This is an optimization exercise on Yosys and OpenROAD, whose aim is small area, not a production implementation. Only simulation tests tie the RTL to the original design; equivalence was not proved. Power figures rest on the tool's default switching activity, not on a simulated workload.

==> design/flow/design.v <==
module sbox_s (x, y);
  input [3:0] x;
  output [3:0] y;
  wire n10, n11, n12, n13, n14, n15, n16, n17, n18, n19, n20, n21, n22, n23, n24, n25, n6, n7, n8, n9;
  c_clkinv g0 (.A(x[1]), .Y(n10));
  c_clkinv g1 (.A(x[2]), .Y(n11));
  c_clkinv g2 (.A(x[3]), .Y(n12));
  c_nand2 g3 (.A(x[0]), .B(x[3]), .Y(n13));
  c_nor2 g4 (.A(x[2]), .B(n13), .Y(n14));
  c_nor2 g5 (.A(x[1]), .B(x[2]), .Y(n15));
  c_nand2b g6 (.A_N(x[0]), .B(n12), .Y(n16));
  c_o21ai g7 (.A1(n11), .A2(n16), .B1(n13), .Y(n17));
  c_nor2 g8 (.A(n15), .B(n17), .Y(n18));
  c_a21oi g9 (.A1(n10), .A2(n14), .B1(n18), .Y(n8));
  c_nor2 g10 (.A(n10), .B(n11), .Y(n19));
  c_o21ai g11 (.A1(n14), .A2(n19), .B1(n16), .Y(n20));
  c_o21ai g12 (.A1(n16), .A2(n19), .B1(n20), .Y(n7));
  c_nor2 g13 (.A(x[0]), .B(n12), .Y(n21));
  c_nor2 g14 (.A(n15), .B(n19), .Y(n22));
  c_nor2 g15 (.A(n21), .B(n22), .Y(n23));
  c_a21oi g16 (.A1(n21), .A2(n22), .B1(n23), .Y(n6));
  c_a22oi g17 (.A1(n11), .A2(x[0]), .B1(x[1]), .B2(x[3]), .Y(n24));
  c_nor2 g18 (.A(n14), .B(n24), .Y(n25));
  c_a21oi g19 (.A1(n10), .A2(n17), .B1(n25), .Y(n9));
  assign y[0] = n6;
  assign y[1] = n7;
  assign y[2] = n8;
  assign y[3] = n9;
endmodule
module sbox_k (x, y);
  input [3:0] x;
  output [3:0] y;
  wire n10, n11, n12, n13, n14, n15, n16, n17, n18, n19, n20, n21, n22, n23, n24, n25, n6, n7, n8, n9;
  c_clkinv g0 (.A(x[1]), .Y(n10));
  c_clkinv g1 (.A(x[2]), .Y(n11));
  c_clkinv g2 (.A(x[3]), .Y(n12));
  c_nand2 g3 (.A(x[0]), .B(x[3]), .Y(n13));
  c_nor2 g4 (.A(x[2]), .B(n13), .Y(n14));
  c_nor2 g5 (.A(x[1]), .B(x[2]), .Y(n15));
  c_nand2b g6 (.A_N(x[0]), .B(n12), .Y(n16));
  c_o21ai g7 (.A1(n11), .A2(n16), .B1(n13), .Y(n17));
  c_nor2 g8 (.A(n15), .B(n17), .Y(n18));
  c_a21oi g9 (.A1(n10), .A2(n14), .B1(n18), .Y(n8));
  c_nor2 g10 (.A(n10), .B(n11), .Y(n19));
  c_o21ai g11 (.A1(n14), .A2(n19), .B1(n16), .Y(n20));
  c_o21ai g12 (.A1(n16), .A2(n19), .B1(n20), .Y(n7));
  c_nor2 g13 (.A(x[0]), .B(n12), .Y(n21));
  c_nor2 g14 (.A(n15), .B(n19), .Y(n22));
  c_nor2 g15 (.A(n21), .B(n22), .Y(n23));
  c_a21oi g16 (.A1(n21), .A2(n22), .B1(n23), .Y(n6));
  c_a22oi g17 (.A1(n11), .A2(x[0]), .B1(x[1]), .B2(x[3]), .Y(n24));
  c_nor2 g18 (.A(n14), .B(n24), .Y(n25));
  c_a21oi g19 (.A1(n10), .A2(n17), .B1(n25), .Y(n9));
  assign y[0] = n6;
  assign y[1] = n7;
  assign y[2] = n8;
  assign y[3] = n9;
endmodule
module c_a21oi (A1, A2, B1, Y);
input A1;
input A2;
input B1;
output Y;
assign Y = (~A1&~B1) | (~A2&~B1);
endmodule
module c_a22oi (A1, A2, B1, B2, Y);
input A1;
input A2;
input B1;
input B2;
output Y;
assign Y = (~A1&~B1) | (~A1&~B2) | (~A2&~B1) | (~A2&~B2);
endmodule
module c_clkinv (A, Y);
input A;
output Y;
assign Y = (~A);
endmodule
module c_nand2 (A, B, Y);
input A;
input B;
output Y;
assign Y = (~A) | (~B);
endmodule
module c_nand2b (A_N, B, Y);
input A_N;
input B;
output Y;
assign Y = (A_N) | (~B);
endmodule
module c_nor2 (A, B, Y);
input A;
input B;
output Y;
assign Y = (~A&~B);
endmodule
module c_o21ai (A1, A2, B1, Y);
input A1;
input A2;
input B1;
output Y;
assign Y = (~A1&~A2) | (~B1);
endmodule
module c_o22a (A1, A2, B1, B2, X);
input A1;
input A2;
input B1;
input B2;
output X;
assign X = (A1&B1) | (A2&B1) | (A1&B2) | (A2&B2);
endmodule
module c_o22ai (A1, A2, B1, B2, Y);
input A1;
input A2;
input B1;
input B2;
output Y;
assign Y = (~B1&~B2) | (~A1&~A2);
endmodule
module c_xnor2 (A, B, Y);
input A;
input B;
output Y;
assign Y = (~A&~B) | (A&B);
endmodule
module c_xor2 (A, B, X);
input A;
input B;
output X;
assign X = (A&~B) | (~A&B);
endmodule
module counter (clk,reset,count);
  input clk;
  input reset;
  output reg [4:0]count;
  always @(posedge clk)
    begin
      if(reset)
        count<=5'b00000;
      else
        count<=count+5'b00001;
    end
endmodule
module boron_top (clk, plain_txt, key_in, cipher_txt, select, count1, reset);
input [63:0] plain_txt;
input [127:0] key_in;
input clk, select, reset;
output [63:0] cipher_txt;
output [4:0] count1;
reg [63:0] state_n;
reg [127:0] key;
wire [4:0] count;
wire ns;
wire [63:0] si, so, x;
wire [63:0] nstate_n;
wire [127:0] s, nkey;
wire [15:0] t1, t2;
assign count1 = count;
counter c2 (clk, reset, count);
c_clkinv u_ns (.A(select), .Y(ns));
always @(posedge clk) begin
  state_n <= nstate_n;
  key <= nkey;
end
c_xnor2 u_si0 (.A(state_n[0]), .B(key[0]), .Y(si[0]));
c_xnor2 u_si1 (.A(state_n[1]), .B(key[1]), .Y(si[1]));
c_xnor2 u_si2 (.A(state_n[2]), .B(key[2]), .Y(si[2]));
c_xnor2 u_si3 (.A(state_n[3]), .B(key[3]), .Y(si[3]));
c_xnor2 u_si4 (.A(state_n[4]), .B(key[4]), .Y(si[4]));
c_xnor2 u_si5 (.A(state_n[5]), .B(key[5]), .Y(si[5]));
c_xnor2 u_si6 (.A(state_n[6]), .B(key[6]), .Y(si[6]));
c_xnor2 u_si7 (.A(state_n[7]), .B(key[7]), .Y(si[7]));
c_xnor2 u_si8 (.A(state_n[8]), .B(key[8]), .Y(si[8]));
c_xnor2 u_si9 (.A(state_n[9]), .B(key[9]), .Y(si[9]));
c_xnor2 u_si10 (.A(state_n[10]), .B(key[10]), .Y(si[10]));
c_xnor2 u_si11 (.A(state_n[11]), .B(key[11]), .Y(si[11]));
c_xnor2 u_si12 (.A(state_n[12]), .B(key[12]), .Y(si[12]));
c_xnor2 u_si13 (.A(state_n[13]), .B(key[13]), .Y(si[13]));
c_xnor2 u_si14 (.A(state_n[14]), .B(key[14]), .Y(si[14]));
c_xnor2 u_si15 (.A(state_n[15]), .B(key[15]), .Y(si[15]));
c_xnor2 u_si16 (.A(state_n[16]), .B(key[16]), .Y(si[16]));
c_xnor2 u_si17 (.A(state_n[17]), .B(key[17]), .Y(si[17]));
c_xnor2 u_si18 (.A(state_n[18]), .B(key[18]), .Y(si[18]));
c_xnor2 u_si19 (.A(state_n[19]), .B(key[19]), .Y(si[19]));
c_xnor2 u_si20 (.A(state_n[20]), .B(key[20]), .Y(si[20]));
c_xnor2 u_si21 (.A(state_n[21]), .B(key[21]), .Y(si[21]));
c_xnor2 u_si22 (.A(state_n[22]), .B(key[22]), .Y(si[22]));
c_xnor2 u_si23 (.A(state_n[23]), .B(key[23]), .Y(si[23]));
c_xnor2 u_si24 (.A(state_n[24]), .B(key[24]), .Y(si[24]));
c_xnor2 u_si25 (.A(state_n[25]), .B(key[25]), .Y(si[25]));
c_xnor2 u_si26 (.A(state_n[26]), .B(key[26]), .Y(si[26]));
c_xnor2 u_si27 (.A(state_n[27]), .B(key[27]), .Y(si[27]));
c_xnor2 u_si28 (.A(state_n[28]), .B(key[28]), .Y(si[28]));
c_xnor2 u_si29 (.A(state_n[29]), .B(key[29]), .Y(si[29]));
c_xnor2 u_si30 (.A(state_n[30]), .B(key[30]), .Y(si[30]));
c_xnor2 u_si31 (.A(state_n[31]), .B(key[31]), .Y(si[31]));
c_xnor2 u_si32 (.A(state_n[32]), .B(key[32]), .Y(si[32]));
c_xnor2 u_si33 (.A(state_n[33]), .B(key[33]), .Y(si[33]));
c_xnor2 u_si34 (.A(state_n[34]), .B(key[34]), .Y(si[34]));
c_xnor2 u_si35 (.A(state_n[35]), .B(key[35]), .Y(si[35]));
c_xnor2 u_si36 (.A(state_n[36]), .B(key[36]), .Y(si[36]));
c_xnor2 u_si37 (.A(state_n[37]), .B(key[37]), .Y(si[37]));
c_xnor2 u_si38 (.A(state_n[38]), .B(key[38]), .Y(si[38]));
c_xnor2 u_si39 (.A(state_n[39]), .B(key[39]), .Y(si[39]));
c_xnor2 u_si40 (.A(state_n[40]), .B(key[40]), .Y(si[40]));
c_xnor2 u_si41 (.A(state_n[41]), .B(key[41]), .Y(si[41]));
c_xnor2 u_si42 (.A(state_n[42]), .B(key[42]), .Y(si[42]));
c_xnor2 u_si43 (.A(state_n[43]), .B(key[43]), .Y(si[43]));
c_xnor2 u_si44 (.A(state_n[44]), .B(key[44]), .Y(si[44]));
c_xnor2 u_si45 (.A(state_n[45]), .B(key[45]), .Y(si[45]));
c_xnor2 u_si46 (.A(state_n[46]), .B(key[46]), .Y(si[46]));
c_xnor2 u_si47 (.A(state_n[47]), .B(key[47]), .Y(si[47]));
c_xnor2 u_si48 (.A(state_n[48]), .B(key[48]), .Y(si[48]));
c_xnor2 u_si49 (.A(state_n[49]), .B(key[49]), .Y(si[49]));
c_xnor2 u_si50 (.A(state_n[50]), .B(key[50]), .Y(si[50]));
c_xnor2 u_si51 (.A(state_n[51]), .B(key[51]), .Y(si[51]));
c_xnor2 u_si52 (.A(state_n[52]), .B(key[52]), .Y(si[52]));
c_xnor2 u_si53 (.A(state_n[53]), .B(key[53]), .Y(si[53]));
c_xnor2 u_si54 (.A(state_n[54]), .B(key[54]), .Y(si[54]));
c_xnor2 u_si55 (.A(state_n[55]), .B(key[55]), .Y(si[55]));
c_xnor2 u_si56 (.A(state_n[56]), .B(key[56]), .Y(si[56]));
c_xnor2 u_si57 (.A(state_n[57]), .B(key[57]), .Y(si[57]));
c_xnor2 u_si58 (.A(state_n[58]), .B(key[58]), .Y(si[58]));
c_xnor2 u_si59 (.A(state_n[59]), .B(key[59]), .Y(si[59]));
c_xnor2 u_si60 (.A(state_n[60]), .B(key[60]), .Y(si[60]));
c_xnor2 u_si61 (.A(state_n[61]), .B(key[61]), .Y(si[61]));
c_xnor2 u_si62 (.A(state_n[62]), .B(key[62]), .Y(si[62]));
c_xnor2 u_si63 (.A(state_n[63]), .B(key[63]), .Y(si[63]));
assign cipher_txt = si;
sbox_s u_sb0 (.x(si[3:0]), .y(so[3:0]));
sbox_s u_sb1 (.x(si[7:4]), .y(so[7:4]));
sbox_s u_sb2 (.x(si[11:8]), .y(so[11:8]));
sbox_s u_sb3 (.x(si[15:12]), .y(so[15:12]));
sbox_s u_sb4 (.x(si[19:16]), .y(so[19:16]));
sbox_s u_sb5 (.x(si[23:20]), .y(so[23:20]));
sbox_s u_sb6 (.x(si[27:24]), .y(so[27:24]));
sbox_s u_sb7 (.x(si[31:28]), .y(so[31:28]));
sbox_s u_sb8 (.x(si[35:32]), .y(so[35:32]));
sbox_s u_sb9 (.x(si[39:36]), .y(so[39:36]));
sbox_s u_sb10 (.x(si[43:40]), .y(so[43:40]));
sbox_s u_sb11 (.x(si[47:44]), .y(so[47:44]));
sbox_s u_sb12 (.x(si[51:48]), .y(so[51:48]));
sbox_s u_sb13 (.x(si[55:52]), .y(so[55:52]));
sbox_s u_sb14 (.x(si[59:56]), .y(so[59:56]));
sbox_s u_sb15 (.x(si[63:60]), .y(so[63:60]));
c_xor2 u_t1_0 (.A(so[33]), .B(so[7]), .X(t1[0]));
c_xor2 u_t2_0 (.A(so[63]), .B(so[20]), .X(t2[0]));
c_xor2 u_x63_0 (.A(so[63]), .B(t1[0]), .X(x[48]));
assign x[32] = t1[0];
assign x[16] = t2[0];
c_xor2 u_x15_0 (.A(t2[0]), .B(so[7]), .X(x[0]));
c_xor2 u_t1_1 (.A(so[34]), .B(so[8]), .X(t1[1]));
c_xor2 u_t2_1 (.A(so[48]), .B(so[21]), .X(t2[1]));
c_xor2 u_x63_1 (.A(so[48]), .B(t1[1]), .X(x[49]));
assign x[33] = t1[1];
assign x[17] = t2[1];
c_xor2 u_x15_1 (.A(t2[1]), .B(so[8]), .X(x[1]));
c_xor2 u_t1_2 (.A(so[35]), .B(so[9]), .X(t1[2]));
c_xor2 u_t2_2 (.A(so[49]), .B(so[22]), .X(t2[2]));
c_xor2 u_x63_2 (.A(so[49]), .B(t1[2]), .X(x[50]));
assign x[34] = t1[2];
assign x[18] = t2[2];
c_xor2 u_x15_2 (.A(t2[2]), .B(so[9]), .X(x[2]));
c_xor2 u_t1_3 (.A(so[36]), .B(so[10]), .X(t1[3]));
c_xor2 u_t2_3 (.A(so[50]), .B(so[23]), .X(t2[3]));
c_xor2 u_x63_3 (.A(so[50]), .B(t1[3]), .X(x[51]));
assign x[35] = t1[3];
assign x[19] = t2[3];
c_xor2 u_x15_3 (.A(t2[3]), .B(so[10]), .X(x[3]));
c_xor2 u_t1_4 (.A(so[37]), .B(so[11]), .X(t1[4]));
c_xor2 u_t2_4 (.A(so[51]), .B(so[24]), .X(t2[4]));
c_xor2 u_x63_4 (.A(so[51]), .B(t1[4]), .X(x[52]));
assign x[36] = t1[4];
assign x[20] = t2[4];
c_xor2 u_x15_4 (.A(t2[4]), .B(so[11]), .X(x[4]));
c_xor2 u_t1_5 (.A(so[38]), .B(so[12]), .X(t1[5]));
c_xor2 u_t2_5 (.A(so[52]), .B(so[25]), .X(t2[5]));
c_xor2 u_x63_5 (.A(so[52]), .B(t1[5]), .X(x[53]));
assign x[37] = t1[5];
assign x[21] = t2[5];
c_xor2 u_x15_5 (.A(t2[5]), .B(so[12]), .X(x[5]));
c_xor2 u_t1_6 (.A(so[39]), .B(so[13]), .X(t1[6]));
c_xor2 u_t2_6 (.A(so[53]), .B(so[26]), .X(t2[6]));
c_xor2 u_x63_6 (.A(so[53]), .B(t1[6]), .X(x[54]));
assign x[38] = t1[6];
assign x[22] = t2[6];
c_xor2 u_x15_6 (.A(t2[6]), .B(so[13]), .X(x[6]));
c_xor2 u_t1_7 (.A(so[40]), .B(so[14]), .X(t1[7]));
c_xor2 u_t2_7 (.A(so[54]), .B(so[27]), .X(t2[7]));
c_xor2 u_x63_7 (.A(so[54]), .B(t1[7]), .X(x[55]));
assign x[39] = t1[7];
assign x[23] = t2[7];
c_xor2 u_x15_7 (.A(t2[7]), .B(so[14]), .X(x[7]));
c_xor2 u_t1_8 (.A(so[41]), .B(so[15]), .X(t1[8]));
c_xor2 u_t2_8 (.A(so[55]), .B(so[28]), .X(t2[8]));
c_xor2 u_x63_8 (.A(so[55]), .B(t1[8]), .X(x[56]));
assign x[40] = t1[8];
assign x[24] = t2[8];
c_xor2 u_x15_8 (.A(t2[8]), .B(so[15]), .X(x[8]));
c_xor2 u_t1_9 (.A(so[42]), .B(so[0]), .X(t1[9]));
c_xor2 u_t2_9 (.A(so[56]), .B(so[29]), .X(t2[9]));
c_xor2 u_x63_9 (.A(so[56]), .B(t1[9]), .X(x[57]));
assign x[41] = t1[9];
assign x[25] = t2[9];
c_xor2 u_x15_9 (.A(t2[9]), .B(so[0]), .X(x[9]));
c_xor2 u_t1_10 (.A(so[43]), .B(so[1]), .X(t1[10]));
c_xor2 u_t2_10 (.A(so[57]), .B(so[30]), .X(t2[10]));
c_xor2 u_x63_10 (.A(so[57]), .B(t1[10]), .X(x[58]));
assign x[42] = t1[10];
assign x[26] = t2[10];
c_xor2 u_x15_10 (.A(t2[10]), .B(so[1]), .X(x[10]));
c_xor2 u_t1_11 (.A(so[44]), .B(so[2]), .X(t1[11]));
c_xor2 u_t2_11 (.A(so[58]), .B(so[31]), .X(t2[11]));
c_xor2 u_x63_11 (.A(so[58]), .B(t1[11]), .X(x[59]));
assign x[43] = t1[11];
assign x[27] = t2[11];
c_xor2 u_x15_11 (.A(t2[11]), .B(so[2]), .X(x[11]));
c_xor2 u_t1_12 (.A(so[45]), .B(so[3]), .X(t1[12]));
c_xor2 u_t2_12 (.A(so[59]), .B(so[16]), .X(t2[12]));
c_xor2 u_x63_12 (.A(so[59]), .B(t1[12]), .X(x[60]));
assign x[44] = t1[12];
assign x[28] = t2[12];
c_xor2 u_x15_12 (.A(t2[12]), .B(so[3]), .X(x[12]));
c_xor2 u_t1_13 (.A(so[46]), .B(so[4]), .X(t1[13]));
c_xor2 u_t2_13 (.A(so[60]), .B(so[17]), .X(t2[13]));
c_xor2 u_x63_13 (.A(so[60]), .B(t1[13]), .X(x[61]));
assign x[45] = t1[13];
assign x[29] = t2[13];
c_xor2 u_x15_13 (.A(t2[13]), .B(so[4]), .X(x[13]));
c_xor2 u_t1_14 (.A(so[47]), .B(so[5]), .X(t1[14]));
c_xor2 u_t2_14 (.A(so[61]), .B(so[18]), .X(t2[14]));
c_xor2 u_x63_14 (.A(so[61]), .B(t1[14]), .X(x[62]));
assign x[46] = t1[14];
assign x[30] = t2[14];
c_xor2 u_x15_14 (.A(t2[14]), .B(so[5]), .X(x[14]));
c_xor2 u_t1_15 (.A(so[32]), .B(so[6]), .X(t1[15]));
c_xor2 u_t2_15 (.A(so[62]), .B(so[19]), .X(t2[15]));
c_xor2 u_x63_15 (.A(so[62]), .B(t1[15]), .X(x[63]));
assign x[47] = t1[15];
assign x[31] = t2[15];
c_xor2 u_x15_15 (.A(t2[15]), .B(so[6]), .X(x[15]));
c_o22ai u_ms0 (.A1(select), .A2(x[0]), .B1(ns), .B2(plain_txt[0]), .Y(nstate_n[0]));
c_o22ai u_ms1 (.A1(select), .A2(x[1]), .B1(ns), .B2(plain_txt[1]), .Y(nstate_n[1]));
c_o22ai u_ms2 (.A1(select), .A2(x[2]), .B1(ns), .B2(plain_txt[2]), .Y(nstate_n[2]));
c_o22ai u_ms3 (.A1(select), .A2(x[3]), .B1(ns), .B2(plain_txt[3]), .Y(nstate_n[3]));
c_o22ai u_ms4 (.A1(select), .A2(x[4]), .B1(ns), .B2(plain_txt[4]), .Y(nstate_n[4]));
c_o22ai u_ms5 (.A1(select), .A2(x[5]), .B1(ns), .B2(plain_txt[5]), .Y(nstate_n[5]));
c_o22ai u_ms6 (.A1(select), .A2(x[6]), .B1(ns), .B2(plain_txt[6]), .Y(nstate_n[6]));
c_o22ai u_ms7 (.A1(select), .A2(x[7]), .B1(ns), .B2(plain_txt[7]), .Y(nstate_n[7]));
c_o22ai u_ms8 (.A1(select), .A2(x[8]), .B1(ns), .B2(plain_txt[8]), .Y(nstate_n[8]));
c_o22ai u_ms9 (.A1(select), .A2(x[9]), .B1(ns), .B2(plain_txt[9]), .Y(nstate_n[9]));
c_o22ai u_ms10 (.A1(select), .A2(x[10]), .B1(ns), .B2(plain_txt[10]), .Y(nstate_n[10]));
c_o22ai u_ms11 (.A1(select), .A2(x[11]), .B1(ns), .B2(plain_txt[11]), .Y(nstate_n[11]));
c_o22ai u_ms12 (.A1(select), .A2(x[12]), .B1(ns), .B2(plain_txt[12]), .Y(nstate_n[12]));
c_o22ai u_ms13 (.A1(select), .A2(x[13]), .B1(ns), .B2(plain_txt[13]), .Y(nstate_n[13]));
c_o22ai u_ms14 (.A1(select), .A2(x[14]), .B1(ns), .B2(plain_txt[14]), .Y(nstate_n[14]));
c_o22ai u_ms15 (.A1(select), .A2(x[15]), .B1(ns), .B2(plain_txt[15]), .Y(nstate_n[15]));
c_o22ai u_ms16 (.A1(select), .A2(x[16]), .B1(ns), .B2(plain_txt[16]), .Y(nstate_n[16]));
c_o22ai u_ms17 (.A1(select), .A2(x[17]), .B1(ns), .B2(plain_txt[17]), .Y(nstate_n[17]));
c_o22ai u_ms18 (.A1(select), .A2(x[18]), .B1(ns), .B2(plain_txt[18]), .Y(nstate_n[18]));
c_o22ai u_ms19 (.A1(select), .A2(x[19]), .B1(ns), .B2(plain_txt[19]), .Y(nstate_n[19]));
c_o22ai u_ms20 (.A1(select), .A2(x[20]), .B1(ns), .B2(plain_txt[20]), .Y(nstate_n[20]));
c_o22ai u_ms21 (.A1(select), .A2(x[21]), .B1(ns), .B2(plain_txt[21]), .Y(nstate_n[21]));
c_o22ai u_ms22 (.A1(select), .A2(x[22]), .B1(ns), .B2(plain_txt[22]), .Y(nstate_n[22]));
c_o22ai u_ms23 (.A1(select), .A2(x[23]), .B1(ns), .B2(plain_txt[23]), .Y(nstate_n[23]));
c_o22ai u_ms24 (.A1(select), .A2(x[24]), .B1(ns), .B2(plain_txt[24]), .Y(nstate_n[24]));
c_o22ai u_ms25 (.A1(select), .A2(x[25]), .B1(ns), .B2(plain_txt[25]), .Y(nstate_n[25]));
c_o22ai u_ms26 (.A1(select), .A2(x[26]), .B1(ns), .B2(plain_txt[26]), .Y(nstate_n[26]));
c_o22ai u_ms27 (.A1(select), .A2(x[27]), .B1(ns), .B2(plain_txt[27]), .Y(nstate_n[27]));
c_o22ai u_ms28 (.A1(select), .A2(x[28]), .B1(ns), .B2(plain_txt[28]), .Y(nstate_n[28]));
c_o22ai u_ms29 (.A1(select), .A2(x[29]), .B1(ns), .B2(plain_txt[29]), .Y(nstate_n[29]));
c_o22ai u_ms30 (.A1(select), .A2(x[30]), .B1(ns), .B2(plain_txt[30]), .Y(nstate_n[30]));
c_o22ai u_ms31 (.A1(select), .A2(x[31]), .B1(ns), .B2(plain_txt[31]), .Y(nstate_n[31]));
c_o22ai u_ms32 (.A1(select), .A2(x[32]), .B1(ns), .B2(plain_txt[32]), .Y(nstate_n[32]));
c_o22ai u_ms33 (.A1(select), .A2(x[33]), .B1(ns), .B2(plain_txt[33]), .Y(nstate_n[33]));
c_o22ai u_ms34 (.A1(select), .A2(x[34]), .B1(ns), .B2(plain_txt[34]), .Y(nstate_n[34]));
c_o22ai u_ms35 (.A1(select), .A2(x[35]), .B1(ns), .B2(plain_txt[35]), .Y(nstate_n[35]));
c_o22ai u_ms36 (.A1(select), .A2(x[36]), .B1(ns), .B2(plain_txt[36]), .Y(nstate_n[36]));
c_o22ai u_ms37 (.A1(select), .A2(x[37]), .B1(ns), .B2(plain_txt[37]), .Y(nstate_n[37]));
c_o22ai u_ms38 (.A1(select), .A2(x[38]), .B1(ns), .B2(plain_txt[38]), .Y(nstate_n[38]));
c_o22ai u_ms39 (.A1(select), .A2(x[39]), .B1(ns), .B2(plain_txt[39]), .Y(nstate_n[39]));
c_o22ai u_ms40 (.A1(select), .A2(x[40]), .B1(ns), .B2(plain_txt[40]), .Y(nstate_n[40]));
c_o22ai u_ms41 (.A1(select), .A2(x[41]), .B1(ns), .B2(plain_txt[41]), .Y(nstate_n[41]));
c_o22ai u_ms42 (.A1(select), .A2(x[42]), .B1(ns), .B2(plain_txt[42]), .Y(nstate_n[42]));
c_o22ai u_ms43 (.A1(select), .A2(x[43]), .B1(ns), .B2(plain_txt[43]), .Y(nstate_n[43]));
c_o22ai u_ms44 (.A1(select), .A2(x[44]), .B1(ns), .B2(plain_txt[44]), .Y(nstate_n[44]));
c_o22ai u_ms45 (.A1(select), .A2(x[45]), .B1(ns), .B2(plain_txt[45]), .Y(nstate_n[45]));
c_o22ai u_ms46 (.A1(select), .A2(x[46]), .B1(ns), .B2(plain_txt[46]), .Y(nstate_n[46]));
c_o22ai u_ms47 (.A1(select), .A2(x[47]), .B1(ns), .B2(plain_txt[47]), .Y(nstate_n[47]));
c_o22ai u_ms48 (.A1(select), .A2(x[48]), .B1(ns), .B2(plain_txt[48]), .Y(nstate_n[48]));
c_o22ai u_ms49 (.A1(select), .A2(x[49]), .B1(ns), .B2(plain_txt[49]), .Y(nstate_n[49]));
c_o22ai u_ms50 (.A1(select), .A2(x[50]), .B1(ns), .B2(plain_txt[50]), .Y(nstate_n[50]));
c_o22ai u_ms51 (.A1(select), .A2(x[51]), .B1(ns), .B2(plain_txt[51]), .Y(nstate_n[51]));
c_o22ai u_ms52 (.A1(select), .A2(x[52]), .B1(ns), .B2(plain_txt[52]), .Y(nstate_n[52]));
c_o22ai u_ms53 (.A1(select), .A2(x[53]), .B1(ns), .B2(plain_txt[53]), .Y(nstate_n[53]));
c_o22ai u_ms54 (.A1(select), .A2(x[54]), .B1(ns), .B2(plain_txt[54]), .Y(nstate_n[54]));
c_o22ai u_ms55 (.A1(select), .A2(x[55]), .B1(ns), .B2(plain_txt[55]), .Y(nstate_n[55]));
c_o22ai u_ms56 (.A1(select), .A2(x[56]), .B1(ns), .B2(plain_txt[56]), .Y(nstate_n[56]));
c_o22ai u_ms57 (.A1(select), .A2(x[57]), .B1(ns), .B2(plain_txt[57]), .Y(nstate_n[57]));
c_o22ai u_ms58 (.A1(select), .A2(x[58]), .B1(ns), .B2(plain_txt[58]), .Y(nstate_n[58]));
c_o22ai u_ms59 (.A1(select), .A2(x[59]), .B1(ns), .B2(plain_txt[59]), .Y(nstate_n[59]));
c_o22ai u_ms60 (.A1(select), .A2(x[60]), .B1(ns), .B2(plain_txt[60]), .Y(nstate_n[60]));
c_o22ai u_ms61 (.A1(select), .A2(x[61]), .B1(ns), .B2(plain_txt[61]), .Y(nstate_n[61]));
c_o22ai u_ms62 (.A1(select), .A2(x[62]), .B1(ns), .B2(plain_txt[62]), .Y(nstate_n[62]));
c_o22ai u_ms63 (.A1(select), .A2(x[63]), .B1(ns), .B2(plain_txt[63]), .Y(nstate_n[63]));
assign s = {key[114:0], key[127:115]};
wire [127:0] ks;
sbox_k u_ks0 (.x(s[3:0]), .y(ks[3:0]));
sbox_k u_ks1 (.x(s[7:4]), .y(ks[7:4]));
assign ks[58:8] = s[58:8];
c_xor2 u_kc0 (.A(s[59]), .B(count[0]), .X(ks[59]));
c_xor2 u_kc1 (.A(s[60]), .B(count[1]), .X(ks[60]));
c_xor2 u_kc2 (.A(s[61]), .B(count[2]), .X(ks[61]));
c_xor2 u_kc3 (.A(s[62]), .B(count[3]), .X(ks[62]));
c_xor2 u_kc4 (.A(s[63]), .B(count[4]), .X(ks[63]));
assign ks[127:64] = s[127:64];
c_o22a u_mk0 (.A1(select), .A2(ks[0]), .B1(ns), .B2(key_in[0]), .X(nkey[0]));
c_o22a u_mk1 (.A1(select), .A2(ks[1]), .B1(ns), .B2(key_in[1]), .X(nkey[1]));
c_o22a u_mk2 (.A1(select), .A2(ks[2]), .B1(ns), .B2(key_in[2]), .X(nkey[2]));
c_o22a u_mk3 (.A1(select), .A2(ks[3]), .B1(ns), .B2(key_in[3]), .X(nkey[3]));
c_o22a u_mk4 (.A1(select), .A2(ks[4]), .B1(ns), .B2(key_in[4]), .X(nkey[4]));
c_o22a u_mk5 (.A1(select), .A2(ks[5]), .B1(ns), .B2(key_in[5]), .X(nkey[5]));
c_o22a u_mk6 (.A1(select), .A2(ks[6]), .B1(ns), .B2(key_in[6]), .X(nkey[6]));
c_o22a u_mk7 (.A1(select), .A2(ks[7]), .B1(ns), .B2(key_in[7]), .X(nkey[7]));
c_o22a u_mk8 (.A1(select), .A2(ks[8]), .B1(ns), .B2(key_in[8]), .X(nkey[8]));
c_o22a u_mk9 (.A1(select), .A2(ks[9]), .B1(ns), .B2(key_in[9]), .X(nkey[9]));
c_o22a u_mk10 (.A1(select), .A2(ks[10]), .B1(ns), .B2(key_in[10]), .X(nkey[10]));
c_o22a u_mk11 (.A1(select), .A2(ks[11]), .B1(ns), .B2(key_in[11]), .X(nkey[11]));
c_o22a u_mk12 (.A1(select), .A2(ks[12]), .B1(ns), .B2(key_in[12]), .X(nkey[12]));
c_o22a u_mk13 (.A1(select), .A2(ks[13]), .B1(ns), .B2(key_in[13]), .X(nkey[13]));
c_o22a u_mk14 (.A1(select), .A2(ks[14]), .B1(ns), .B2(key_in[14]), .X(nkey[14]));
c_o22a u_mk15 (.A1(select), .A2(ks[15]), .B1(ns), .B2(key_in[15]), .X(nkey[15]));
c_o22a u_mk16 (.A1(select), .A2(ks[16]), .B1(ns), .B2(key_in[16]), .X(nkey[16]));
c_o22a u_mk17 (.A1(select), .A2(ks[17]), .B1(ns), .B2(key_in[17]), .X(nkey[17]));
c_o22a u_mk18 (.A1(select), .A2(ks[18]), .B1(ns), .B2(key_in[18]), .X(nkey[18]));
c_o22a u_mk19 (.A1(select), .A2(ks[19]), .B1(ns), .B2(key_in[19]), .X(nkey[19]));
c_o22a u_mk20 (.A1(select), .A2(ks[20]), .B1(ns), .B2(key_in[20]), .X(nkey[20]));
c_o22a u_mk21 (.A1(select), .A2(ks[21]), .B1(ns), .B2(key_in[21]), .X(nkey[21]));
c_o22a u_mk22 (.A1(select), .A2(ks[22]), .B1(ns), .B2(key_in[22]), .X(nkey[22]));
c_o22a u_mk23 (.A1(select), .A2(ks[23]), .B1(ns), .B2(key_in[23]), .X(nkey[23]));
c_o22a u_mk24 (.A1(select), .A2(ks[24]), .B1(ns), .B2(key_in[24]), .X(nkey[24]));
c_o22a u_mk25 (.A1(select), .A2(ks[25]), .B1(ns), .B2(key_in[25]), .X(nkey[25]));
c_o22a u_mk26 (.A1(select), .A2(ks[26]), .B1(ns), .B2(key_in[26]), .X(nkey[26]));
c_o22a u_mk27 (.A1(select), .A2(ks[27]), .B1(ns), .B2(key_in[27]), .X(nkey[27]));
c_o22a u_mk28 (.A1(select), .A2(ks[28]), .B1(ns), .B2(key_in[28]), .X(nkey[28]));
c_o22a u_mk29 (.A1(select), .A2(ks[29]), .B1(ns), .B2(key_in[29]), .X(nkey[29]));
c_o22a u_mk30 (.A1(select), .A2(ks[30]), .B1(ns), .B2(key_in[30]), .X(nkey[30]));
c_o22a u_mk31 (.A1(select), .A2(ks[31]), .B1(ns), .B2(key_in[31]), .X(nkey[31]));
c_o22a u_mk32 (.A1(select), .A2(ks[32]), .B1(ns), .B2(key_in[32]), .X(nkey[32]));
c_o22a u_mk33 (.A1(select), .A2(ks[33]), .B1(ns), .B2(key_in[33]), .X(nkey[33]));
c_o22a u_mk34 (.A1(select), .A2(ks[34]), .B1(ns), .B2(key_in[34]), .X(nkey[34]));
c_o22a u_mk35 (.A1(select), .A2(ks[35]), .B1(ns), .B2(key_in[35]), .X(nkey[35]));
c_o22a u_mk36 (.A1(select), .A2(ks[36]), .B1(ns), .B2(key_in[36]), .X(nkey[36]));
c_o22a u_mk37 (.A1(select), .A2(ks[37]), .B1(ns), .B2(key_in[37]), .X(nkey[37]));
c_o22a u_mk38 (.A1(select), .A2(ks[38]), .B1(ns), .B2(key_in[38]), .X(nkey[38]));
c_o22a u_mk39 (.A1(select), .A2(ks[39]), .B1(ns), .B2(key_in[39]), .X(nkey[39]));
c_o22a u_mk40 (.A1(select), .A2(ks[40]), .B1(ns), .B2(key_in[40]), .X(nkey[40]));
c_o22a u_mk41 (.A1(select), .A2(ks[41]), .B1(ns), .B2(key_in[41]), .X(nkey[41]));
c_o22a u_mk42 (.A1(select), .A2(ks[42]), .B1(ns), .B2(key_in[42]), .X(nkey[42]));
c_o22a u_mk43 (.A1(select), .A2(ks[43]), .B1(ns), .B2(key_in[43]), .X(nkey[43]));
c_o22a u_mk44 (.A1(select), .A2(ks[44]), .B1(ns), .B2(key_in[44]), .X(nkey[44]));
c_o22a u_mk45 (.A1(select), .A2(ks[45]), .B1(ns), .B2(key_in[45]), .X(nkey[45]));
c_o22a u_mk46 (.A1(select), .A2(ks[46]), .B1(ns), .B2(key_in[46]), .X(nkey[46]));
c_o22a u_mk47 (.A1(select), .A2(ks[47]), .B1(ns), .B2(key_in[47]), .X(nkey[47]));
c_o22a u_mk48 (.A1(select), .A2(ks[48]), .B1(ns), .B2(key_in[48]), .X(nkey[48]));
c_o22a u_mk49 (.A1(select), .A2(ks[49]), .B1(ns), .B2(key_in[49]), .X(nkey[49]));
c_o22a u_mk50 (.A1(select), .A2(ks[50]), .B1(ns), .B2(key_in[50]), .X(nkey[50]));
c_o22a u_mk51 (.A1(select), .A2(ks[51]), .B1(ns), .B2(key_in[51]), .X(nkey[51]));
c_o22a u_mk52 (.A1(select), .A2(ks[52]), .B1(ns), .B2(key_in[52]), .X(nkey[52]));
c_o22a u_mk53 (.A1(select), .A2(ks[53]), .B1(ns), .B2(key_in[53]), .X(nkey[53]));
c_o22a u_mk54 (.A1(select), .A2(ks[54]), .B1(ns), .B2(key_in[54]), .X(nkey[54]));
c_o22a u_mk55 (.A1(select), .A2(ks[55]), .B1(ns), .B2(key_in[55]), .X(nkey[55]));
c_o22a u_mk56 (.A1(select), .A2(ks[56]), .B1(ns), .B2(key_in[56]), .X(nkey[56]));
c_o22a u_mk57 (.A1(select), .A2(ks[57]), .B1(ns), .B2(key_in[57]), .X(nkey[57]));
c_o22a u_mk58 (.A1(select), .A2(ks[58]), .B1(ns), .B2(key_in[58]), .X(nkey[58]));
c_o22a u_mk59 (.A1(select), .A2(ks[59]), .B1(ns), .B2(key_in[59]), .X(nkey[59]));
c_o22a u_mk60 (.A1(select), .A2(ks[60]), .B1(ns), .B2(key_in[60]), .X(nkey[60]));
c_o22a u_mk61 (.A1(select), .A2(ks[61]), .B1(ns), .B2(key_in[61]), .X(nkey[61]));
c_o22a u_mk62 (.A1(select), .A2(ks[62]), .B1(ns), .B2(key_in[62]), .X(nkey[62]));
c_o22a u_mk63 (.A1(select), .A2(ks[63]), .B1(ns), .B2(key_in[63]), .X(nkey[63]));
c_o22a u_mk64 (.A1(select), .A2(ks[64]), .B1(ns), .B2(key_in[64]), .X(nkey[64]));
c_o22a u_mk65 (.A1(select), .A2(ks[65]), .B1(ns), .B2(key_in[65]), .X(nkey[65]));
c_o22a u_mk66 (.A1(select), .A2(ks[66]), .B1(ns), .B2(key_in[66]), .X(nkey[66]));
c_o22a u_mk67 (.A1(select), .A2(ks[67]), .B1(ns), .B2(key_in[67]), .X(nkey[67]));
c_o22a u_mk68 (.A1(select), .A2(ks[68]), .B1(ns), .B2(key_in[68]), .X(nkey[68]));
c_o22a u_mk69 (.A1(select), .A2(ks[69]), .B1(ns), .B2(key_in[69]), .X(nkey[69]));
c_o22a u_mk70 (.A1(select), .A2(ks[70]), .B1(ns), .B2(key_in[70]), .X(nkey[70]));
c_o22a u_mk71 (.A1(select), .A2(ks[71]), .B1(ns), .B2(key_in[71]), .X(nkey[71]));
c_o22a u_mk72 (.A1(select), .A2(ks[72]), .B1(ns), .B2(key_in[72]), .X(nkey[72]));
c_o22a u_mk73 (.A1(select), .A2(ks[73]), .B1(ns), .B2(key_in[73]), .X(nkey[73]));
c_o22a u_mk74 (.A1(select), .A2(ks[74]), .B1(ns), .B2(key_in[74]), .X(nkey[74]));
c_o22a u_mk75 (.A1(select), .A2(ks[75]), .B1(ns), .B2(key_in[75]), .X(nkey[75]));
c_o22a u_mk76 (.A1(select), .A2(ks[76]), .B1(ns), .B2(key_in[76]), .X(nkey[76]));
c_o22a u_mk77 (.A1(select), .A2(ks[77]), .B1(ns), .B2(key_in[77]), .X(nkey[77]));
c_o22a u_mk78 (.A1(select), .A2(ks[78]), .B1(ns), .B2(key_in[78]), .X(nkey[78]));
c_o22a u_mk79 (.A1(select), .A2(ks[79]), .B1(ns), .B2(key_in[79]), .X(nkey[79]));
c_o22a u_mk80 (.A1(select), .A2(ks[80]), .B1(ns), .B2(key_in[80]), .X(nkey[80]));
c_o22a u_mk81 (.A1(select), .A2(ks[81]), .B1(ns), .B2(key_in[81]), .X(nkey[81]));
c_o22a u_mk82 (.A1(select), .A2(ks[82]), .B1(ns), .B2(key_in[82]), .X(nkey[82]));
c_o22a u_mk83 (.A1(select), .A2(ks[83]), .B1(ns), .B2(key_in[83]), .X(nkey[83]));
c_o22a u_mk84 (.A1(select), .A2(ks[84]), .B1(ns), .B2(key_in[84]), .X(nkey[84]));
c_o22a u_mk85 (.A1(select), .A2(ks[85]), .B1(ns), .B2(key_in[85]), .X(nkey[85]));
c_o22a u_mk86 (.A1(select), .A2(ks[86]), .B1(ns), .B2(key_in[86]), .X(nkey[86]));
c_o22a u_mk87 (.A1(select), .A2(ks[87]), .B1(ns), .B2(key_in[87]), .X(nkey[87]));
c_o22a u_mk88 (.A1(select), .A2(ks[88]), .B1(ns), .B2(key_in[88]), .X(nkey[88]));
c_o22a u_mk89 (.A1(select), .A2(ks[89]), .B1(ns), .B2(key_in[89]), .X(nkey[89]));
c_o22a u_mk90 (.A1(select), .A2(ks[90]), .B1(ns), .B2(key_in[90]), .X(nkey[90]));
c_o22a u_mk91 (.A1(select), .A2(ks[91]), .B1(ns), .B2(key_in[91]), .X(nkey[91]));
c_o22a u_mk92 (.A1(select), .A2(ks[92]), .B1(ns), .B2(key_in[92]), .X(nkey[92]));
c_o22a u_mk93 (.A1(select), .A2(ks[93]), .B1(ns), .B2(key_in[93]), .X(nkey[93]));
c_o22a u_mk94 (.A1(select), .A2(ks[94]), .B1(ns), .B2(key_in[94]), .X(nkey[94]));
c_o22a u_mk95 (.A1(select), .A2(ks[95]), .B1(ns), .B2(key_in[95]), .X(nkey[95]));
c_o22a u_mk96 (.A1(select), .A2(ks[96]), .B1(ns), .B2(key_in[96]), .X(nkey[96]));
c_o22a u_mk97 (.A1(select), .A2(ks[97]), .B1(ns), .B2(key_in[97]), .X(nkey[97]));
c_o22a u_mk98 (.A1(select), .A2(ks[98]), .B1(ns), .B2(key_in[98]), .X(nkey[98]));
c_o22a u_mk99 (.A1(select), .A2(ks[99]), .B1(ns), .B2(key_in[99]), .X(nkey[99]));
c_o22a u_mk100 (.A1(select), .A2(ks[100]), .B1(ns), .B2(key_in[100]), .X(nkey[100]));
c_o22a u_mk101 (.A1(select), .A2(ks[101]), .B1(ns), .B2(key_in[101]), .X(nkey[101]));
c_o22a u_mk102 (.A1(select), .A2(ks[102]), .B1(ns), .B2(key_in[102]), .X(nkey[102]));
c_o22a u_mk103 (.A1(select), .A2(ks[103]), .B1(ns), .B2(key_in[103]), .X(nkey[103]));
c_o22a u_mk104 (.A1(select), .A2(ks[104]), .B1(ns), .B2(key_in[104]), .X(nkey[104]));
c_o22a u_mk105 (.A1(select), .A2(ks[105]), .B1(ns), .B2(key_in[105]), .X(nkey[105]));
c_o22a u_mk106 (.A1(select), .A2(ks[106]), .B1(ns), .B2(key_in[106]), .X(nkey[106]));
c_o22a u_mk107 (.A1(select), .A2(ks[107]), .B1(ns), .B2(key_in[107]), .X(nkey[107]));
c_o22a u_mk108 (.A1(select), .A2(ks[108]), .B1(ns), .B2(key_in[108]), .X(nkey[108]));
c_o22a u_mk109 (.A1(select), .A2(ks[109]), .B1(ns), .B2(key_in[109]), .X(nkey[109]));
c_o22a u_mk110 (.A1(select), .A2(ks[110]), .B1(ns), .B2(key_in[110]), .X(nkey[110]));
c_o22a u_mk111 (.A1(select), .A2(ks[111]), .B1(ns), .B2(key_in[111]), .X(nkey[111]));
c_o22a u_mk112 (.A1(select), .A2(ks[112]), .B1(ns), .B2(key_in[112]), .X(nkey[112]));
c_o22a u_mk113 (.A1(select), .A2(ks[113]), .B1(ns), .B2(key_in[113]), .X(nkey[113]));
c_o22a u_mk114 (.A1(select), .A2(ks[114]), .B1(ns), .B2(key_in[114]), .X(nkey[114]));
c_o22a u_mk115 (.A1(select), .A2(ks[115]), .B1(ns), .B2(key_in[115]), .X(nkey[115]));
c_o22a u_mk116 (.A1(select), .A2(ks[116]), .B1(ns), .B2(key_in[116]), .X(nkey[116]));
c_o22a u_mk117 (.A1(select), .A2(ks[117]), .B1(ns), .B2(key_in[117]), .X(nkey[117]));
c_o22a u_mk118 (.A1(select), .A2(ks[118]), .B1(ns), .B2(key_in[118]), .X(nkey[118]));
c_o22a u_mk119 (.A1(select), .A2(ks[119]), .B1(ns), .B2(key_in[119]), .X(nkey[119]));
c_o22a u_mk120 (.A1(select), .A2(ks[120]), .B1(ns), .B2(key_in[120]), .X(nkey[120]));
c_o22a u_mk121 (.A1(select), .A2(ks[121]), .B1(ns), .B2(key_in[121]), .X(nkey[121]));
c_o22a u_mk122 (.A1(select), .A2(ks[122]), .B1(ns), .B2(key_in[122]), .X(nkey[122]));
c_o22a u_mk123 (.A1(select), .A2(ks[123]), .B1(ns), .B2(key_in[123]), .X(nkey[123]));
c_o22a u_mk124 (.A1(select), .A2(ks[124]), .B1(ns), .B2(key_in[124]), .X(nkey[124]));
c_o22a u_mk125 (.A1(select), .A2(ks[125]), .B1(ns), .B2(key_in[125]), .X(nkey[125]));
c_o22a u_mk126 (.A1(select), .A2(ks[126]), .B1(ns), .B2(key_in[126]), .X(nkey[126]));
c_o22a u_mk127 (.A1(select), .A2(ks[127]), .B1(ns), .B2(key_in[127]), .X(nkey[127]));
endmodule
==> design/flow/flow/run.sh <==
#!/bin/bash
# Own layout flow: the standard synthesis, then the standard ORFS steps with
# smaller port buffers, synthesis buffers removed, every cell first downsized to
# its smallest drive strength, and a clock tree of small buffers.
set -euo pipefail
cd "$(dirname "$0")/.."
F=$PWD/flow
bash standard.sh synth > synth.log 2>&1
bash standard.sh \
  REMOVE_ABC_BUFFERS=1 \
  POST_FLOORPLAN_TCL=$F/post_floorplan.tcl \
  BUFFER_PORTS_ARGS="-buffer_cell sky130_fd_sc_hd__buf_1" \
  CTS_ARGS="-sink_clustering_enable -repair_clock_nets -dont_use_dummy_load -buf_list {sky130_fd_sc_hd__clkbuf_4 sky130_fd_sc_hd__clkbuf_8}" \
  finish > layout.log 2>&1
==> design/flow/flow/downsize.tcl <==
proc my_downsize_all {} {
  set dont_use {}
  if { [info exists ::env(DONT_USE_CELLS)] } { set dont_use $::env(DONT_USE_CELLS) }
  set best [dict create]
  set n 0
  set saved 0.0
  foreach inst [get_cells *] {
    set lc [get_lib_cells -of_objects $inst]
    set name [get_name $lc]
    if { ![regexp {^(sky130_fd_sc_hd__[a-z0-9]+)_[0-9]+$} $name -> fam] } { continue }
    if { [string match "*df*" $fam] || [string match "*tap*" $fam] || [string match "*conb*" $fam] } { continue }
    if { ![dict exists $best $fam] } {
      set bc ""
      set ba 1e9
      foreach c [get_lib_cells ${fam}_*] {
        set cn [get_name $c]
        if { ![regexp "^${fam}_\[0-9\]+\$" $cn] } { continue }
        if { [lsearch -exact $dont_use $cn] >= 0 } { continue }
        set a [get_property $c area]
        if { $a < $ba } { set ba $a; set bc $cn }
      }
      dict set best $fam [list $bc $ba]
    }
    lassign [dict get $best $fam] bc ba
    if { $bc ne "" && $bc ne $name } {
      set a0 [get_property $lc area]
      if { $ba < $a0 } {
        replace_cell $inst $bc
        incr n
        set saved [expr { $saved + $a0 - $ba }]
      }
    }
  }
  puts "my_downsize_all: resized $n cells, saved $saved um^2"
}
my_downsize_all
==> design/flow/flow/post_floorplan.tcl <==
source [file join [file dirname [info script]] downsize.tcl]
==> design/flow/standard.sh <==
#!/bin/bash
# synth_recipe.tcl (not shown) runs the flow's synth.tcl, then flattens the netlist and writes it again
# the make line also repeats each setting of config.mk as NAME=value (left out here)
make -C /OpenROAD-flow-scripts/flow DESIGN_CONFIG=/design/flow/config.mk WORK_HOME=/design/flow/orfs CLKGATE_MAP_FILE= SYNTH_SCRIPT=/design/flow/synth_recipe.tcl "${@:-finish}"
==> design/flow/config.mk <==
export PLATFORM = sky130hd
export DESIGN_NAME = boron_top
export DESIGN_NICKNAME = boron_top
export VERILOG_FILES = /design/flow/design.v
export SDC_FILE = /design/flow/constraint.sdc
export NUM_CORES = 4
export LEC_CHECK = 0
export CAP_MARGIN = 20
export CORE_MARGIN = 2
export CORE_UTILIZATION = 70
export SLEW_MARGIN = 20
export SYNTH_HIERARCHICAL = 1
==> design/flow/constraint.sdc <==
create_clock -name core_clock -period 5.0 [get_ports {clk}]
set_input_delay 1.0000 -clock core_clock [delete_from_list [all_inputs] [get_ports {clk}]]
set_output_delay 1.0000 -clock core_clock [all_outputs]
set_load 0.01 [all_outputs]
==> run notes <==
- For this run, the total global-route usage over all layers was measured as 0.316.
- The sequential share of power is 0.279.
- The initial antenna violation count is 0.
- For this run, the slowest stage of the critical path takes 0.47 ns.
- The maximum buffer depth of the clock tree is 2.
- From bottom edge to top edge, the die measures 118 µm.
- For this design, the slowest cell found on the critical path is xnor2_1.
- Of the total power, the clock network draws 0.097.
- Before antenna repair, the detailed router went through 5 iterations.
- STA puts the critical path data required time at 4.00 ns.
- In this run the register-to-register setup slack is 2.61 ns.
- The count of input and output buffers is 263.
- The critical hold path startpoint is key[77].
- The number of global-route vias before repair came to 7064.
- The sum of routed wire length over all layers is 22.6 mm.
- The most used flip-flop cell after synthesis is dfxtp_1.
- The async set or reset register ratio after synthesis is 0.
- Dividing the synthesized area by the synthesized cell count gives 9.46 µm².
- The endpoint of the worst register-to-register path is state_n[11].
- dfxtp_1 takes more of the synthesized area than any other cell.
- The count of buffering cells on the critical path with inverters included is 1.
- In the final layout, the share of cells above drive strength 1 is 0.0195.
- The hold buffer count at CTS is 0.
- VDD sags by at most 0.446 mV.
- Counting every sink on the clock net gives 197.
- The total area inside the core boundary comes to 12700 µm².
- Entering global routing, the biggest net connects 163 pins.
- The final critical path time including I/O delays and setup is 2.46 ns.
- The mapped netlist covers 9160 µm².
- Buffers added to address setup during post-CTS repair amount to 0.
- 0 antenna diodes ended up in the layout.
- The initial utilization of the core area, before any placement, comes to 0.720.
- After synthesis, the most frequently instantiated cells are dfxtp_1, nor2_1, o22a_1, buf_4, xor2_1.
- The final number of hold-violating endpoints came to 0.
- The internal cell power is 4.13 mW.
- Synthesis inferred 197 register bits.
- The critical path runs through a total of 2 cells.
- For the worst setup path, the data arrival time is 1.46 ns.
- The count of pins over their slew limit is 0.
- The die area is 14000 µm².
- The highest clock frequency the design can meet is 0.407 GHz.
- The routability-driven placement congestion ratio is 0.969.
- STA classifies the critical path endpoint as an output pin.
- The area share of the largest cell type after synthesis is 0.430.
- The worst relative slew slack is 0.394.
- The number of remaining DRC errors is 0.
- The post-route non-filler standard cell count is 1352.
- Clock skew on the completed layout was measured at 0.0309 ns.
- By startpoint and endpoint, the worst setup path is classified as register to output pin.
- The met1 wire length is 9.36 mm.
- The number of instances on the worst hold path is 1.
- Setup repair after global routing left no endpoint under its margin.
- The number of standard cells after synthesis is 968.
- Clock tree synthesis selected as its root buffer the cell clkbuf_8.
- The critical path's top delay family is XOR/XNOR gates.
- The final-layout setup total negative slack is 0 ns.
- By area the synthesized netlist is led by dfxtp_1, o22a_1, xor2_1.
- The wire length of the first global-routing pass is 34.7 mm.
- Pin placement for this block handled 264 I/O pins.
- The depth of the worst register-to-register path is 8.
- In this run the remaining antenna-violating nets after routing total 0.
- The worst hold margin is 0.452 ns.
- The top metal layer carrying routed signals is met4.
- Max-cap violations in this run came to 0.
- Detailed routing placed a total of 10.4 mm of wire on met2.
- The number of standard-cell rows in the floorplan is 41.
- The HPWL after detailed placement is 17.0 mm.
- The clock slew seen by the registers of the worst setup and hold paths is 0.09 ns.
- Of the available clock period, the critical path in the final layout requires 0.491.
- The iteration-0 DRC count of the detailed router is 620.
- The final layout contains 1378 nets.
- The type of element launching the critical path is a register.
- Gates resized during post-CTS repair numbered 0.
- The number of distinct library cell variants in the gate-level netlist after synthesis is 17.
- The area growth from synthesis to layout is 6.95%.
- TritonCTS built the clock tree.
- For the pin with the worst max-slew slack, the measured transition is 0.908 ns.
- Traced cell by cell, the critical path runs through xnor2_1 -> buf_1.
- In this run the power spent charging and discharging nets is 3.72 mW.
- The most common cell in the synthesized netlist is dfxtp_1.
- The floorplan step set the die width to 118 µm.
- Counting the buffers created by CTS gives 17.
- Detailed routing placed a total of 2.05 mm of wire on met3.
- The standby leakage power is 3.84 nW.
- The flow ran to the end and the layout has no timing, DRC or antenna violations.
- The path class of the tightest hold or removal check is register to register.
- The endpoint of the worst hold path is key[90].
- The reg-to-reg critical path startpoint is key[58].
- Of the total power, the share spent switching nets is 0.474.
- In the final routed layout, each cell accounts on average for 16.7 µm.
- In this run the worst path has a maximum fanout of 5.
- Clock latency on the worst-skew pair, taken at its later pin, is 0.46 ns.
- The total of endpoints with negative setup slack in the final report is 0.
- The cell count after placement is 1335.
- The ratio of total power to cell area is 801 nW/µm².
- The number of enable flip-flop cells after synthesis is 0.
- Of the total power, combinational logic draws 0.624.
- The Yosys step of the flow raised 8 warnings.
- For this block, the via count after detailed routing is 7585.
- After global routing the overflow that remains totals 0.
- The H-tree was split into 4 levels.
- The detail-routed via count per cell is 5.61.
- The part of the Yosys area used for sequential elements is 0.430.
## routing by layer
metal	vias to the layer above	global-route usage
li1	3771	-
met1	3441	0.389
met2	326	0.516
met3	47	0.0946
met4	0	0.135
met5	-	0
## modules after synthesis, one instance, submodules excluded, excerpt
module | flip-flops and latches | cells inside | cell area, µm² | times used
c_nor2 | 0 | 1 | 3.75 | 144
boron_top | 192 | 192 | 3840 | 1
counter | 5 | 18 | 195 | 1
c_nand2 | 0 | 1 | 3.75 | 18
sbox_k | 0 | 4 | 30.0 | 2
c_a21oi | 0 | 1 | 8.76 | 54
c_nand2b | 0 | 1 | 6.26 | 18
c_o22ai | 0 | 1 | 6.26 | 64
c_o22a | 0 | 1 | 8.76 | 128
sbox_s | 0 | 4 | 30.0 | 16
c_a22oi | 0 | 1 | 12.5 | 18
c_clkinv | 0 | 1 | 3.75 | 55
c_o21ai | 0 | 1 | 5.00 | 54
## cells in the final DEF, fill, tap and decap left out
cell type and instances:
nand3_1 2, o21ai_1 54, a22oi_1 18, buf_1 262, buf_4 4, ha_1 1, inv_8 1, nor2_1 148
clkbuf_8 17, nor2b_1 3, xnor2_1 65, dfxtp_1 197, xor2_1 69, nand2_1 18, inv_1 54, a21oi_1 54
o22ai_1 64, clkbuf_4 1, nand2b_1 18, mux2_1 2, o22a_1 128
## registers in the layout, indices dropped and copies added (netlist names)
| name | count |
|---|---|
| state_n | 64 |
| c2.count | 5 |
| key | 128 |
## through the flow
stage | cell area [µm²] | utilization | power, mW | setup WS (ns)
6_report | 9800 | 0.770 | 7.85 | 2.54
2_1_floorplan | 8620 | - | 6.13 | 0.806
4_1_cts | 9800 | 0.770 | 7.77 | 2.45
3_5_place_dp | 9560 | 0.752 | 6.98 | 1.97
3_3_place_gp | 9560 | 0.752 | 6.92 | 1.96
5_1_grt | 9800 | 0.770 | 8.42 | 2.46
## logic make-up after synthesis
| family | count (synthesis) | synth area share |
|---|---|---|
| buffers and inverters | 127 | 0.0815 |
| flip-flops | 197 | 0.430 |
| AO/OA/AOI/OAI | 318 | 0.272 |
| adder cells (fa/ha/maj) | 1 | 0.00137 |
| AND/OR/NAND/NOR | 189 | 0.0834 |
| multiplexers | 2 | 0.00328 |
| XOR/XNOR | 134 | 0.128 |
## power groups by stage
stage	clock [mW]	sequential [mW]	combinational, mW
3_3_place_gp	0	2.22	4.70
3_5_place_dp	0	2.22	4.75
5_1_grt	0.837	2.22	5.36
2_1_floorplan	0	2.17	3.96
4_1_cts	0.772	2.19	4.81
6_report	0.764	2.19	4.90
## area by class of cell
type,count,area [µm²]
Sequential cell,197,3940
Multi-Input combinational cell,644,4170
Tap cell,172,215
Clock buffer,17,234
Timing Repair Buffer,267,1020
Inverter,55,214
Fill cell,1038,2920
## worst max path at each step
| stage | start | endpoint | slack (ns) |
|---|---|---|---|
| detailed placement | select | state_n[57] | 1.97 |
| finish | key[32] | cipher_txt[32] | 2.54 |
| global placement | select | state_n[57] | 1.96 |
| global route | key[36] | cipher_txt[36] | 2.46 |
| floorplan | select | key[0] | 0.81 |
| CTS | select | state_n[43] | 2.45 |

## what the ideal ports hide
In the flow no input, the clock included, has a driving cell. The finished layout below was timed again as built, in two steps.
Step 1 assumes that a clkbuf_16 drives the clock port and a buf_2 every other input.
Step 2, shift: input delay + t, output delay - t, t = (earliest + latest rising clock arrival at the registers) / 2. This alone moves slack from input paths to output paths.
a / b / c = ideal / step 1 / step 2; a / b = the first two.
shift t [ns]: 0.482
slack for setup (ns): 2.543 / 2.505 / 2.109
worst register clock-pin slew, ns: 0.10 / 0.10
After both steps this run still meets setup and hold. For this run, drivers alone change the setup slack by -0.038 ns; drivers and shift together by -0.434 ns.
